Background: an optimization exercise with open tools, aiming at small area, a short achievable clock period and few clock cycles. Do not read the settings as production practice. The RTL was checked by simulation tests, not by an equivalence proof against the original design. Power is estimated from default activity; no workload was simulated.

`flow/config.mk`:
```
export PLATFORM = sky130hd
export DESIGN_NAME = JAM
export DESIGN_NICKNAME = JAM
export VERILOG_FILES = /design/flow/design.v
export SDC_FILE = /design/flow/constraint.sdc
export NUM_CORES = 4
export LEC_CHECK = 0
export CAP_MARGIN = 20
export CORE_MARGIN = 2
export CORE_UTILIZATION = 40
export SLEW_MARGIN = 20
```
`flow/constraint.sdc`:
```
create_clock -name core_clock -period 7.0 [get_ports {CLK}]
set_input_delay 1.4000 -clock core_clock [delete_from_list [all_inputs] [get_ports {CLK}]]
set_output_delay 1.4000 -clock core_clock [all_outputs]
set_load 0.01 [all_outputs]
```
`flow/design.v`:
```
module JAM (
input CLK,
input RST,
output reg [2:0] W,
output reg [2:0] J,
input [6:0] Cost,
output reg [3:0] MatchCount,
output reg [9:0] MinCost,
output reg Valid );
localparam ST_HUNG  = 3'd0;
localparam ST_TIGHT = 3'd1;
localparam ST_RED   = 3'd2;
localparam ST_RYS   = 3'd3;
localparam ST_DONE  = 3'd4;
localparam [8:0] INF = 9'h1ff;
reg [2:0]  st;
reg [2:0]  row;           
reg        root;          
reg [2:0]  j0;            
reg [63:0] nvf;           
reg [71:0] mvf;           
reg [23:0] wayf;          
reg [7:0]  wset;          
reg [23:0] pf;            
reg [7:0]  matched, used, pend;
reg [6:0]  Dprev;         
reg [6:0]  D;             
reg [8:0]  best;          
reg [2:0]  j1;
reg [7:0]  Kr;            
reg        decide;
reg        isact;
reg [2:0]  iss;
reg [5:0]  tcnt;          
reg        vA, kA, lA; reg [2:0] cA;
reg        vB, kB, lB; reg [2:0] cB;
reg        vC, kC, lC; reg [2:0] cC; reg [6:0] Cr; reg [7:0] nvC; reg pC;
reg        vD, lD;     reg [2:0] cD; reg [8:0] keyD; reg [8:0] mvD;
reg        aact;
reg [2:0]  jj;
reg [2:0]  arow;
reg [7:0]  tmask;
reg [2:0]  trow;
reg [7:0]  Rr, Rc;
reg [7:0]  S;
reg        vP, lP, sP; reg [15:0] P;
function [3:0] pc8;
  input [7:0] x;
  pc8 = x[0] + x[1] + x[2] + x[3] + x[4] + x[5] + x[6] + x[7];
endfunction
function [3:0] mul4;
  input [3:0] a, b;
  mul4 = a * b;
endfunction
function oneh;
  input [7:0] x;
  oneh = (x != 8'd0) && ((x & (x - 8'd1)) == 8'd0);
endfunction
wire [63:0] T = {mvf[70:63], mvf[61:54], mvf[52:45], mvf[43:36],
                 mvf[34:27], mvf[25:18], mvf[16:9],  mvf[7:0]};
wire        hung     = (st == ST_HUNG);
wire        tight    = (st == ST_TIGHT);
wire        dec_cont = decide && matched[j1];
wire        dec_end  = decide && !matched[j1];
wire        hiss     = hung && isact;
wire        tiss     = tight && isact;
reg         issue_now;
reg  [2:0]  icol, irow;
reg         ik, il;
always @(*) begin
  issue_now = 1'b0; icol = 3'd0; irow = row; ik = 1'b0; il = 1'b0;
  if (dec_cont) begin
    issue_now = 1'b1; icol = j1; irow = pf[j1*3 +: 3]; ik = 1'b1;
  end else if (dec_end) begin
    issue_now = 1'b1; icol = 3'd0; irow = (row == 3'd7) ? 3'd0 : row + 3'd1;
  end else if (hiss) begin
    issue_now = 1'b1; icol = (root ? 3'd0 : j0) + iss;
    irow = root ? row : pf[j0*3 +: 3]; il = (iss == 3'd7);
  end else if (tiss) begin
    issue_now = 1'b1; icol = tcnt[2:0]; irow = tcnt[5:3]; il = (tcnt == 6'd63);
  end
end
wire       padd   = (root || tight) && pC;      
wire [7:0] pval   = padd ? {1'b0, Dprev} : 8'd0;
wire       ksub   = !root && !tight;            
wire [7:0] Z      = kC ? {1'b0, D} : (ksub ? Kr : pval);
wire [7:0] Zx     = ksub ? ~Z : Z;
wire [9:0] keyC   = {3'd0, Cr} + {{2{nvC[7]}}, nvC} + {{2{Zx[7]}}, Zx} + {9'd0, ksub};
wire [7:0] nvwb   = nvC + (kC ? -{1'b0, D} : pval);
wire       nvwe   = vC && (kC || padd);
wire       lt_km  = keyD < mvD;
wire       take   = root || lt_km;
wire [8:0] nm     = take ? keyD : mvD;
wire       upd    = vD && hung && !used[cD];
wire       nlt    = nm < best;
wire [7:0] oh_d   = 8'd1 << cD;
wire       tfirst = (cD == 3'd0) || (keyD < best);
wire [7:0] tmask_n = tfirst ? oh_d : ((keyD == best) ? (tmask | oh_d) : tmask);
reg [7:0] fr, fc, rsel, csel, colm, mr;
integer r, c;
always @(*) begin
  fr = 8'd0; fc = 8'd0; rsel = 8'd0; csel = 8'd0;
  for (r = 0; r < 8; r = r + 1) begin
    mr = T[r*8 +: 8] & Rc;
    if (Rr[r] && oneh(mr)) begin
      fr[r] = 1'b1;
      csel = csel | mr;
    end
  end
  for (c = 0; c < 8; c = c + 1) begin
    for (r = 0; r < 8; r = r + 1) colm[r] = T[r*8 + c];
    colm = colm & Rr;
    if (Rc[c] && oneh(colm)) begin
      fc[c] = 1'b1;
      rsel = rsel | colm;
    end
  end
end
wire red_done = (fr == 8'd0) && (fc == 8'd0);
wire [7:0] S_next = ((S | ~Rc) + 8'd1) & Rc;
reg  [31:0] fac;
always @(*) begin
  for (r = 0; r < 8; r = r + 1)
    fac[r*4 +: 4] = Rr[r] ? pc8(T[r*8 +: 8] & S) : 4'd1;
end
wire [15:0] fp = {mul4(fac[31:28], fac[27:24]), mul4(fac[23:20], fac[19:16]),
                  mul4(fac[15:12], fac[11:8]),  mul4(fac[7:4],   fac[3:0])};
wire [3:0]  prod = mul4(mul4(P[15:12], P[11:8]), mul4(P[7:4], P[3:0]));
always @(posedge CLK) begin
  if (RST) begin
    st <= ST_HUNG;
    row <= 3'd0; root <= 1'b1; j0 <= 3'd0;
    nvf <= 64'd0; wset <= 8'd0; matched <= 8'd0; used <= 8'd0; pend <= 8'd0;
    Dprev <= 7'd0; D <= 7'd0; best <= INF; decide <= 1'b0;
    W <= 3'd0; J <= 3'd0;
    vA <= 1'b1; kA <= 1'b0; lA <= 1'b0; cA <= 3'd0;
    isact <= 1'b1; iss <= 3'd1;
    vB <= 1'b0; vC <= 1'b0; vD <= 1'b0;
    lB <= 1'b0; lC <= 1'b0; lD <= 1'b0;
    aact <= 1'b0;
    vP <= 1'b0;
    MinCost <= 10'd0; MatchCount <= 4'd0; Valid <= 1'b0;
  end else begin
    vA <= issue_now; kA <= ik; lA <= il; cA <= icol;
    if (issue_now) begin
      W <= irow; J <= icol;
    end
    if (hiss) begin
      iss <= iss + 3'd1;
      if (iss == 3'd7) isact <= 1'b0;
    end
    if (tiss) begin
      tcnt <= tcnt + 6'd1;
      if (tcnt == 6'd63) isact <= 1'b0;
    end
    vB <= vA; kB <= kA; lB <= lA; cB <= cA;
    vC <= vB; kC <= kB; lC <= lB; cC <= cB;
    Cr <= Cost; nvC <= nvf[cB*8 +: 8]; pC <= pend[cB];
    vD <= vC && !kC; lD <= lC; cD <= cC; keyD <= keyC[8:0];
    mvD <= mvf[cC*9 +: 9];
    if (vC && kC) Kr <= keyC[7:0];
    if (nvwe) nvf[cC*8 +: 8] <= nvwb;
    if (vC && padd) pend[cC] <= 1'b0;
    if (upd) begin
      if (take) mvf[cD*9 +: 9] <= keyD;
      if (take && !root) begin
        wayf[cD*3 +: 3] <= j0;
        wset[cD] <= 1'b1;
      end
      if (nlt) begin
        best <= nm; j1 <= cD;
      end
    end
    decide <= lD && hung;
    if (dec_cont) begin
      j0 <= j1; root <= 1'b0; used[j1] <= 1'b1; D <= best[6:0];
      iss <= 3'd1; isact <= 1'b1; best <= INF;
      if (root) wset <= 8'd0;
    end
    if (dec_end) begin
      MinCost <= MinCost + {3'd0, best[6:0]};
      pend <= used; Dprev <= best[6:0]; used <= 8'd0; D <= 7'd0;
      if (root) wset <= 8'd0;
      best <= INF; root <= 1'b1;
      iss <= 3'd1; isact <= 1'b1;
      if (row == 3'd7) begin
        st <= ST_TIGHT; tcnt <= 6'd1; trow <= 3'd0;
      end else begin
        row <= row + 3'd1;
        aact <= 1'b1; jj <= j1; arow <= row;
      end
    end
    if (aact) begin
      matched[jj] <= 1'b1;
      if (wset[jj]) begin
        pf[jj*3 +: 3] <= pf[wayf[jj*3 +: 3]*3 +: 3];
        jj <= wayf[jj*3 +: 3];
      end else begin
        pf[jj*3 +: 3] <= arow;
        aact <= 1'b0;
      end
    end
    if (tight && vD) begin
      if (tfirst) best <= keyD;
      tmask <= tmask_n;
      if (cD == 3'd7) begin
        mvf[trow*9 +: 9] <= {1'b0, tmask_n};
        trow <= trow + 3'd1;
        if (trow == 3'd7) begin
          st <= ST_RED; Rr <= 8'hff; Rc <= 8'hff;
        end
      end
    end
    if (st == ST_RED) begin
      Rr <= Rr & ~fr & ~rsel;
      Rc <= Rc & ~fc & ~csel;
      if (red_done) begin
        st <= ST_RYS; S <= 8'd0; MatchCount <= 4'd0;
      end
    end
    vP <= 1'b0;
    if (st == ST_RYS) begin
      vP <= 1'b1; P <= fp; sP <= (^S) ^ (^Rc); lP <= (S_next == 8'd0);
      S <= S_next;
      if (S_next == 8'd0) st <= ST_DONE;
    end
    if (vP) begin
      MatchCount <= sP ? MatchCount - prod : MatchCount + prod;
      if (lP) Valid <= 1'b1;
    end
  end
end
endmodule
```
`flow/run.sh`:
```
#!/bin/bash
# synth_recipe.tcl (not shown) runs the flow's synth.tcl, then flattens the netlist and writes it again
# the make line also repeats each setting of config.mk as NAME=value (left out here)
make -C /OpenROAD-flow-scripts/flow DESIGN_CONFIG=/design/flow/config.mk WORK_HOME=/design/flow/orfs CLKGATE_MAP_FILE= SYNTH_SCRIPT=/design/flow/synth_recipe.tcl finish
```
==> results.tsv <==
stage	metric	value	unit
run_status	status	complete, no violations	
clock_tree	CTS tree	yes	
pwr	pwr dens	217.6	mW/mm^2
clock_tree	Skew-Pair Late Insertion Delay	0.62	ns
timing	Least-Margin Pin Slew	1.272	ns
drt	wire length per cell	24.28	um
worst_setup_path	crit-path leading delay family	simple AND/OR/NAND/NOR gates	
worst_setup_path	critical path data required time	7.53	ns
global_routing	vias in the first global route	22324	
drt	Antenna Nets Post-Route	0	
global_routing	remaining global-route overflow	0	
clock_tree	Post CTS Setup Buffer Count	0	
worst_setup_path	critical path buffer and inverter count	2	
clock_tree	Post-CTS Resized	0	
synth	Post-synth EDFFs	241	
global_routing	M1 GR Usage	32.41	%
die	total die area	0.06969	mm^2
drt	DRT Wirelength	89300	um
placement	Inst Count DP	3590	
timing	Setup WS post-layout	1.824	ns
cells_and_area	final core area utilization	44.45	%
global_routing	met3 global-route usage	4.251	%
worst_setup_path	Setup crit start kind	register	
timing	Tcrit/Tclk final	73.94	%
cells_and_area	ratio of cells with drive above 1 in the final layout	8.485	%
timing	RSZ-0062 raised after global routing	false	
die	Initial Util	40.33	%
cells_and_area	Layout Cells excl Fill	3678	
global_routing	first-pass GRT wire length	135200	um
timing	setup tns final	0	ns
clock_tree	Post-CTS Hold Buffers	0	
drt	DR iter-0 viols	2283	
synth	Yosys reg bits	410	
placement	DP Area	0.02813	mm^2
placement	GP Congestion	0.9547	
synth	post-synth cell types	79	
global_routing	met2 Track Usage GR	40.89	%
cells_and_area	P&R area growth vs syn	10.20	%
worst_setup_path	Crit Path Max Fanout	12	
global_routing	Most Used Layer, Global Route	met2	
clock_tree	clock tree root buffer cell	clkbuf_16	
placement	# port buffers	29	
clock_tree	Clock Sinks	410	
global_routing	GRT Util Overall	24.98	%
worst_setup_path	critical path's slowest cell	nor3_1	
synth	Post-Synthesis Cells	2823	
run	Max Cap Viol	0	
drt	DR vias/cell	6.161	
global_routing	pin count of the biggest net entering global routing	98	
cells_and_area	Layout fillers	6372	
clock_tree	H-tree levels	2	
clock_tree	CTS Buffer Depth	3	
synth	Mapped Area	0.02704	mm^2
timing	Setup-failing EPs final	0	
hold_path	worst hold path type	register to register	
cells_and_area	multi-input logic area	0.01515	mm^2
worst_setup_path	Crit Path Category	register to register	
timing	Max-slew headroom	15.18	%
synth	average size of a mapped cell	9.578	um^2
placement	hpwl dp	62260	um
clock_tree	Clock transition at path regs	0.06	ns
drt	Pre-antenna DRT Iters	8	
worst_setup_path	crit path capture type	register	
die	Ports	30	
timing	Fmax	193.2	MHz
cells_and_area	ant diodes	0	
pwr	Final Power	6.482	mW
worst_setup_path	Crit path arrival time	5.70	ns
cells_and_area	fin area	0.02980	mm^2
synth	Synth async-reset ratio	0	%
pwr	Pleak	11.67	nW
cells_and_area	Total Nets Final	2956	
timing	Slew Viols, Final	0	
synth	Synth Warn #	1	
drt	Remaining DRCs	0	
pwr	VDD IR-drop max	0.1966	mV
die	core area	0.06704	mm^2
worst_setup_path	CP peak stage delay	0.75	ns
timing	worst hold slack	0.4029	ns
synth	post-synthesis sequential area ratio	39.28	%
synth	ys flop type	edfxtp_1	
synth	Syn Nets	3012	
clock_tree	CTS buffer count	48	
die	row cnt	95	
die	Die Y	264.0	um
timing	Final Hold Vio Count	0	
timing	Worst Skew	0.05505	ns
placement	pre-CTS setup slack	1.859	ns
global_routing	initial antenna violation count	1	
cells_and_area	register area	0.01062	mm^2
timing	final critical-path required period	5.176	ns
worst_setup_path	critical-path cell list	or3b_2 -> nand2_1 -> inv_1 -> nor3_1 -> a22o_1 -> ha_1 -> inv_1 -> fa_1 -> nor2b_1 -> o21ai_0 -> a21boi_0 -> o21ai_0 -> nor3b_1 -> nor3_1 -> a32oi_1 -> nor2_1	
die	Die X	264.0	um
drt	Vias	22661	
## layout by cell type, fill, tap and decap left out, types with 17 or more instances in the layout
cell type,netlist,final
buf_4,1,56
xnor2_1,90,90
a32oi_1,36,36
nand3_1,62,62
and2_1,68,68
a31oi_1,18,18
a21oi_1,120,119
inv_1,146,146
and3_1,33,33
o21ai_0,118,118
a222oi_1,19,19
o211ai_1,17,17
fa_1,44,44
a22oi_1,118,118
xor2_1,33,33
clkdlybuf4s50_1,0,28
nor3_1,32,31
mux4_2,59,59
nor2_1,202,202
nand2_1,399,399
nor2b_1,27,26
mux2i_1,119,118
o22ai_1,18,18
edfxtp_1,241,241
mux2_2,24,24
nand4_1,54,54
ha_1,136,136
dfxtp_1,169,169
a22o_1,26,26
clkbuf_16,0,48
## cell type report
class,instances,area share (%)
Clock buffer,59,4.203
Multi-Input combinational cell,2072,50.84
Clock inverter,29,1.365
Inverter,149,1.894
Sequential cell,410,35.64
Tap cell,873,3.666
Timing Repair Buffer,86,2.385
## report_power, final
group	leakage, nW	total, mW	switching, mW	internal, mW
Sequential	3.63	2.80	0.147	2.65
Clock	0.790	2.68	1.09	1.58
Combinational	7.25	1.01	0.601	0.411
Total	11.7	6.48	1.84	4.64
## registers in the layout, indices dropped and copies added (netlist names), 8 cells and up
| signal | count |
|---|---|
| nvC | 8 |
| tmask | 8 |
| keyD | 9 |
| matched | 8 |
| pend | 8 |
| wset | 8 |
| wayf | 24 |
| mvD | 9 |
| P | 16 |
| mvf | 72 |
| Rc | 8 |
| nvf | 64 |
| MinCost | 10 |
| Kr | 8 |
| Rr | 8 |
| S | 8 |
| used | 8 |
| best | 9 |
| pf | 24 |
## worst reg2reg max path: stages (launching register included)
cell and delay (ns):
dfxtp_1 0.59, or3b_2 0.53, nand2_1 0.24, inv_1 0.23, nor3_1 0.57, a22o_1 0.26, ha_1 0.17, inv_1 0.06
fa_1 0.40, nor2b_1 0.12, o21ai_0 0.10, a21boi_0 0.37, o21ai_0 0.16, nor3b_1 0.16, nor3_1 0.75, a32oi_1 0.22
nor2_1 0.15
## synth_stat cells (all sizes together) (11+ instances only)
master	instances	share of area, %
nand2	399	5.5
clkbuf	164	2.3
and3	33	0.76
nor3	32	0.59
nor3b	12	0.33
a22oi	118	3.3
buf	28	0.52
edfxtp	241	27
xor2	33	1.1
mux4	60	5.0
inv	149	2.1
and2	68	1.6
a21o	12	0.33
a211oi	11	0.31
a21oi	120	2.2
fa	44	3.3
a31oi	18	0.42
a221o	11	0.41
dfxtp	169	13
a22o	26	0.84
nor2b	27	0.62
xnor2	90	2.9
nand3	62	1.1
a222oi	19	0.70
nand4	54	1.2
o22ai	18	0.42
mux2	24	1.0
nand2b	12	0.28
nor2	202	2.8
o21a	11	0.31
mux2i	119	4.4
a32oi	36	1.2
o21ai	118	2.2
a21boi	11	0.31
o211ai	17	0.47
ha	136	6.3
## worst paths after layout
| check | slack, ns | startpoint | depth (start not counted) | to |
|---|---|---|---|---|
| setup reg to reg | 1.82 | st[0] | 16 | nvf[30] |
| hold / removal | 0.40 | cA[0] | 0 | cB[0] |
| hold reg to reg | 0.40 | cA[0] | 0 | cB[0] |
| setup / recovery | 1.82 | st[0] | 16 | nvf[30] |
## metal layers
| layer | part of all wire (%) | wire length [um] |
|---|---|---|
| met3 | 7.7 | 6850 |
| met4 | 4.3 | 3868 |
| met5 | 0.018 | 16 |
| met2 | 46 | 41370 |
| met1 | 42 | 37200 |
## kinds of logic after synthesis
family,after synthesis,synth area share [%]
buf+inv,341,4.873
xor+xnor,123,3.984
compound gates,617,15.65
simple gates,947,16.17
mux,203,10.42
flops,410,39.28
fa+ha+maj,182,9.625
Testbench counts, summed over its fixed seeds: cycles 5,392.

## static timing again, ports no longer ideal
Ports are ideal in the flow. The routed layout listed here was re-timed in OpenROAD. Step 1 (the two cells are an assumption about what drives the block):
set clk [get_ports {CLK}]
set_driving_cell -lib_cell sky130_fd_sc_hd__clkbuf_16 $clk
set_driving_cell -lib_cell sky130_fd_sc_hd__buf_2 [delete_from_list [all_inputs] $clk]
Step 2 times the ports against the registers' clock, not the clock port: input delays grow and output delays shrink by t, the midpoint of the rising clock arrivals with the driver on. a / b / c = ideal ports / drivers / drivers and shift; a / b = the first two.
shift t [ns]: 0.660
setup WS [ns]: 1.824 / 1.824 / 1.824
hold slack, ns: 0.403 / 0.403 / 0.403
After both steps setup and hold are still met in this run. The setup slack of this run moves by 0.000 ns with the drivers and by 0.000 ns with both steps.
